Background: an optimization exercise with open tools, aiming at small area and few clock cycles. Do not read the settings as production practice. The RTL was checked by simulation tests, not by an equivalence proof against the original design. No activity file was given, so power comes from the tool's default toggle rates.

==> build 76 <==
Design Apply, start of the top module:
module Apply (
		input wire [29:0] f,
		input wire [29:0] g,
		input wire [(2-1):0]  typeIn,
		input wire valid,
		input wire negate,
		input [2:0] index,
		output wire applyBusy,
		output wire simpleCaseHit,
		output wire [29:0] simpleCaseResult,
		output wire [29:0] fn,
		output wire [29:0] fnv,
		output wire [29:0] gn,
		output wire [29:0] gnv,
		output wire quantifyOut,
		output wire [29:0] outF,
		output wire [29:0] outG,
		output wire [(2-1):0] outType,
		output wire [10-1:0] topOut,
		output wire validOut,
		output wire negateOut,
		input wire applyBusyIn,
		output wire [2:0] outIndex,
		input wire insertValueIntoSimpleCache,
		input wire [18-1:0] simpleCacheIndex,
		input wire [2-1:0] simpleCacheValue,
		input wire [15:0] avs_config_address,
		input wire avs_config_write,
		input wire [31:0] avs_config_writedata,
		input wire avs_config_read,
		output wire [31:0] avs_config_readdata,
		output wire avs_config_readdatavalid,
		output wire avs_config_waitrequest,
		output reg [127:0] aso_var_request_data,
		input wire aso_var_request_ready,
		output reg aso_var_request_valid,
		output reg [127:0] aso_node_request_data,
		input wire aso_node_request_ready,
		output reg aso_node_request_valid,
		output reg [127:0] aso_cache_request_data,
		input wire aso_cache_request_ready,
		output reg aso_cache_request_valid,
		input wire [95:0] asi_result_data,
		input wire [1:0] asi_result_channel,
		output wire asi_result_ready,
		input wire asi_result_valid,
		input wire [15:0] asi_var_data,
		output wire asi_var_ready,
		input wire asi_var_valid,
		input wire clk,
		input wire reset
	);
Settings: LEC_CHECK=0, CAP_MARGIN=20, CORE_MARGIN=2, CORE_UTILIZATION=40, CTS_BUF_LIST=sky130_fd_sc_hd__clkbuf_16, CTS_CLUSTER_DIAMETER=100, CTS_CLUSTER_SIZE=24, PLACE_DENSITY=0.6, SLEW_MARGIN=20; clock period 10.0 ns.
run.sh (not shown) runs the stock make flow with config.mk's settings and CLKGATE_MAP_FILE= SYNTH_SCRIPT=/design/flow/synth_recipe.tcl, a recipe that flattens the netlist after the stock synthesis.
==> trial 51 (differences from build 76) <==
--- a/flow/design.v
+++ b/flow/design.v
@@ -559,16 +559,17 @@
 wire sQ [0:NSLOT-1];
 wire sHit [0:NSLOT-1];            
 wire sHitC [0:NSLOT-1];           
 wire sAlloc [0:NSLOT-1];
 wire sVDone [0:NSLOT-1];
 wire sPDone [0:NSLOT-1];
 wire sCPend [0:NSLOT-1];
 reg [LN-1:0] tail, head, pvp;
+wire cAns = asi_result_valid & (asi_result_channel == 2'b10);
 localparam [29:0] ZERO = 30'h3fffffff;
 localparam [29:0] ONE = 30'h3ffffffe;
 reg s1v, s1st;
 reg [29:0] s1f, s1g;
 reg [(2-1):0] s1ty;
 reg s1neg;
 reg [2:0] s1idx;
 wire eqFZ = (s1f == ZERO);
@@ -629,23 +630,23 @@
 	aso_var_request_data[2:0] = 3'b010;
 	aso_var_request_data[31:3] = s1st ? s1_finalG[29:1] : s1_finalF[29:1];
 	if(s1v)
 	begin
 		if(!s1st)
 		begin
 			if(s1_hit)
 			begin
-				s1push = !robFull;
-				s1done = !robFull;
+				s1push = !robFull & !cAns;
+				s1done = !robFull & !cAns;
 			end
 			else
 			begin
-				aso_var_request_valid = !robFull;
-				if(aso_var_request_ready & !robFull)
+				aso_var_request_valid = !robFull & !cAns;
+				if(aso_var_request_ready & !robFull & !cAns)
 				begin
 					s1push = 1'b1;
 					s1done = !s1_need2;
 				end
 			end
 		end
 		else
 		begin
@@ -711,17 +712,16 @@
 	end
 	if(reset)
 	begin
 		vFirst <= 1'b0;
 		tqHead <= 0;
 		tqTail <= 0;
 	end
 end
-wire cAns = asi_result_valid & (asi_result_channel == 2'b10);
 wire [LN-1:0] cSlot;
 wire [LN-1:0] rdSlot = cAns ? cSlot : pvp;
 wire pValid = sAlloc[pvp] & !sPDone[pvp] & !cAns;
 wire [29:0] pF = sF[rdSlot];
 wire [29:0] pG = sG[rdSlot];
 wire [(2-1):0] pTy1 = sTy[rdSlot];
 wire pTB = sTB[rdSlot];
 wire pQ = sQ[rdSlot];
@@ -809,16 +809,17 @@
 		pCDone <= 1'b0;
 		pNFDone <= 1'b0;
 		pNGDone <= 1'b0;
 		cqHead <= 0;
 		cqTail <= 0;
 	end
 end
 assign cSlot = cq[cqHead];
+wire [29:0] fBus = cAns ? asi_result_data[93:64] : (s1_hit ? s1_result : s1_finalF);
 wire cEqual = (pF == asi_result_data[29:0]) & (pG == asi_result_data[61:32]) &
               (pTy == asi_result_data[95:94]) & (pQ == asi_result_data[30]);
 wire nAns = asi_result_valid & (asi_result_channel == 2'b01);
 reg [59:0] nBuf [0:ND-1];
 reg [LD-1:0] nHead, nTail;
 reg [LD:0] nCount;      
 always @(posedge clk)
 begin
@@ -908,17 +909,17 @@
 	assign sAlloc[i] = rAlloc;
 	assign sVDone[i] = rVDone;
 	assign sPDone[i] = rPDone;
 	assign sCPend[i] = rCPend;
 	always @(posedge clk)
 	begin
 		if(pushHere)
 		begin
-			rF <= s1_hit ? s1_result : s1_finalF;
+			rF <= fBus;
 			rG <= s1_finalG;
 			rTy <= s1_type;
 			rNeg <= s1neg;
 			rIdx <= s1idx;
 			rHit <= s1_hit;
 			rHitC <= 1'b0;
 			rVDone <= 1'b0;
 			rPDone <= 1'b0;
@@ -940,17 +941,17 @@
 		if(pAdvance & (pvp == i))
 			rPDone <= 1'b1;
 		if(cacheHere)
 		begin
 			rCPend <= 1'b0;
 			if(cEqual)
 			begin
 				rHitC <= 1'b1;
-				rF <= asi_result_data[93:64];
+				rF <= fBus;
 			end
 		end
 		if(deliver & (head == i))
 			rAlloc <= 1'b0;
 		if(reset)
 			rAlloc <= 1'b0;
 	end
 end
==> flow/config.mk (replaced) <==
export PLATFORM = sky130hd
export DESIGN_NAME = Apply
export DESIGN_NICKNAME = Apply
export VERILOG_FILES = /design/flow/design.v
export SDC_FILE = /design/flow/constraint.sdc
export NUM_CORES = 4
export LEC_CHECK = 0
export CAP_MARGIN = 20
export CORE_MARGIN = 2
export CORE_UTILIZATION = 55
export CTS_BUF_LIST = sky130_fd_sc_hd__clkbuf_16
export CTS_CLUSTER_DIAMETER = 100
export CTS_CLUSTER_SIZE = 24
export PLACE_DENSITY = 0.7
export SLEW_MARGIN = 20
==> build 1 (differences from build 76) <==
--- a/flow/design.v
+++ b/flow/design.v
@@ -559,16 +559,17 @@
 wire sQ [0:NSLOT-1];
 wire sHit [0:NSLOT-1];            
 wire sHitC [0:NSLOT-1];           
 wire sAlloc [0:NSLOT-1];
 wire sVDone [0:NSLOT-1];
 wire sPDone [0:NSLOT-1];
 wire sCPend [0:NSLOT-1];
 reg [LN-1:0] tail, head, pvp;
+wire cAns = asi_result_valid & (asi_result_channel == 2'b10);
 localparam [29:0] ZERO = 30'h3fffffff;
 localparam [29:0] ONE = 30'h3ffffffe;
 reg s1v, s1st;
 reg [29:0] s1f, s1g;
 reg [(2-1):0] s1ty;
 reg s1neg;
 reg [2:0] s1idx;
 wire eqFZ = (s1f == ZERO);
@@ -629,23 +630,23 @@
 	aso_var_request_data[2:0] = 3'b010;
 	aso_var_request_data[31:3] = s1st ? s1_finalG[29:1] : s1_finalF[29:1];
 	if(s1v)
 	begin
 		if(!s1st)
 		begin
 			if(s1_hit)
 			begin
-				s1push = !robFull;
-				s1done = !robFull;
+				s1push = !robFull & !cAns;
+				s1done = !robFull & !cAns;
 			end
 			else
 			begin
-				aso_var_request_valid = !robFull;
-				if(aso_var_request_ready & !robFull)
+				aso_var_request_valid = !robFull & !cAns;
+				if(aso_var_request_ready & !robFull & !cAns)
 				begin
 					s1push = 1'b1;
 					s1done = !s1_need2;
 				end
 			end
 		end
 		else
 		begin
@@ -711,17 +712,16 @@
 	end
 	if(reset)
 	begin
 		vFirst <= 1'b0;
 		tqHead <= 0;
 		tqTail <= 0;
 	end
 end
-wire cAns = asi_result_valid & (asi_result_channel == 2'b10);
 wire [LN-1:0] cSlot;
 wire [LN-1:0] rdSlot = cAns ? cSlot : pvp;
 wire pValid = sAlloc[pvp] & !sPDone[pvp] & !cAns;
 wire [29:0] pF = sF[rdSlot];
 wire [29:0] pG = sG[rdSlot];
 wire [(2-1):0] pTy1 = sTy[rdSlot];
 wire pTB = sTB[rdSlot];
 wire pQ = sQ[rdSlot];
@@ -809,16 +809,17 @@
 		pCDone <= 1'b0;
 		pNFDone <= 1'b0;
 		pNGDone <= 1'b0;
 		cqHead <= 0;
 		cqTail <= 0;
 	end
 end
 assign cSlot = cq[cqHead];
+wire [29:0] fBus = cAns ? asi_result_data[93:64] : (s1_hit ? s1_result : s1_finalF);
 wire cEqual = (pF == asi_result_data[29:0]) & (pG == asi_result_data[61:32]) &
               (pTy == asi_result_data[95:94]) & (pQ == asi_result_data[30]);
 wire nAns = asi_result_valid & (asi_result_channel == 2'b01);
 reg [59:0] nBuf [0:ND-1];
 reg [LD-1:0] nHead, nTail;
 reg [LD:0] nCount;      
 always @(posedge clk)
 begin
@@ -908,17 +909,17 @@
 	assign sAlloc[i] = rAlloc;
 	assign sVDone[i] = rVDone;
 	assign sPDone[i] = rPDone;
 	assign sCPend[i] = rCPend;
 	always @(posedge clk)
 	begin
 		if(pushHere)
 		begin
-			rF <= s1_hit ? s1_result : s1_finalF;
+			rF <= fBus;
 			rG <= s1_finalG;
 			rTy <= s1_type;
 			rNeg <= s1neg;
 			rIdx <= s1idx;
 			rHit <= s1_hit;
 			rHitC <= 1'b0;
 			rVDone <= 1'b0;
 			rPDone <= 1'b0;
@@ -940,17 +941,17 @@
 		if(pAdvance & (pvp == i))
 			rPDone <= 1'b1;
 		if(cacheHere)
 		begin
 			rCPend <= 1'b0;
 			if(cEqual)
 			begin
 				rHitC <= 1'b1;
-				rF <= asi_result_data[93:64];
+				rF <= fBus;
 			end
 		end
 		if(deliver & (head == i))
 			rAlloc <= 1'b0;
 		if(reset)
 			rAlloc <= 1'b0;
 	end
 end
==> qor summary <==
	build 1	trial 51	build 76
Post-placement cell area	104000 µm²	103000 µm²	107000 µm²
Run status	complete, no violations	complete, no violations	complete, no violations
Least-Margin Pin Slew	1.25 ns	1.26 ns	1.22 ns
Growth of design area from synthesis to finish	12.4%	10.8%	12.1%
Share of the synthesized area in compound gates (AO/OA/AOI/OAI)	9.89%	9.89%	10.3%
Core ar.	238000 µm²	172000 µm²	245000 µm²
Leakage power	37.5 nW	37.3 nW	39.2 nW
Worst Path Required	10.66 ns	10.63 ns	8.00 ns
Critical path capture point type	register	register	output pin
Net count, final	8405	8385	8706
#MultiIn Comb	4952	4952	5274
Total net switching power	9.32 mW	8.31 mW	8.98 mW
Wire length the detailed router placed on met1	132 mm	117 mm	135 mm
Global-route track usage on met3	5.24%	8.03%	5.37%
Clock Pin Slew Worst Setup and Hold Paths	0.10 ns	0.11 ns	0.09 ns
Met2 track demand over resource in global routing	41.6%	52.8%	40.6%
Critical Path Max Stage Delay	0.83 ns	0.63 ns	0.74 ns
Post-synthesis average cell area	12.5 µm²	12.5 µm²	12.4 µm²
Post-Synthesis Cells	7608	7608	7962
Share of cells above drive strength 1	14.5%	14.3%	14.5%
Worst slack after detailed placement	0.273 ns	0.217 ns	0.351 ns
Fraction of standard cell area in multi-input logic	33.0%	33.5%	34.7%
Final instance count without filler cells	11281	10388	11655
TritonCTS Buffers	99	94	102
Testbench counts of build 76, summed over its fixed seeds: cycles 11,869.
Testbench counts of trial 51, summed over its fixed seeds: cycles 11,857.
Testbench counts of build 1, summed over its fixed seeds: cycles 11,857.

==> static timing again, ports no longer ideal <==
In the flow no input, the clock included, has a driving cell. The finished layouts below were timed again as built, in two steps. Step 1, drivers: a clkbuf_16 drives clk and a buf_2 each remaining input, both assumed. Step 2 adds t to the input delays and takes it off the output delays; t is the mean of the earliest and latest rising clock arrival at the registers after step 1. Input paths then give back, and output paths get back, about the clock's delay inside the block. Three values: ideal, step 1, step 2; two values: the first two.
| run | t (ns) | setup slack, ns | worst setup path after step 2 |
|---|---|---|---|
| build 76 | 0.911 | 0.994 / 0.963 / 0.187 | input to register |
| trial 51 | 0.847 | 0.664 / 0.728 / -0.120 | input to register |
| build 1 | 0.900 | 0.672 / 0.743 / -0.158 | input to register |
Met with ideal ports but missed after step 2: setup timing in trial 51 and build 1. The setup slack of build 1, which loses most, moves by +0.071 ns with the drivers and by -0.830 ns with both steps.
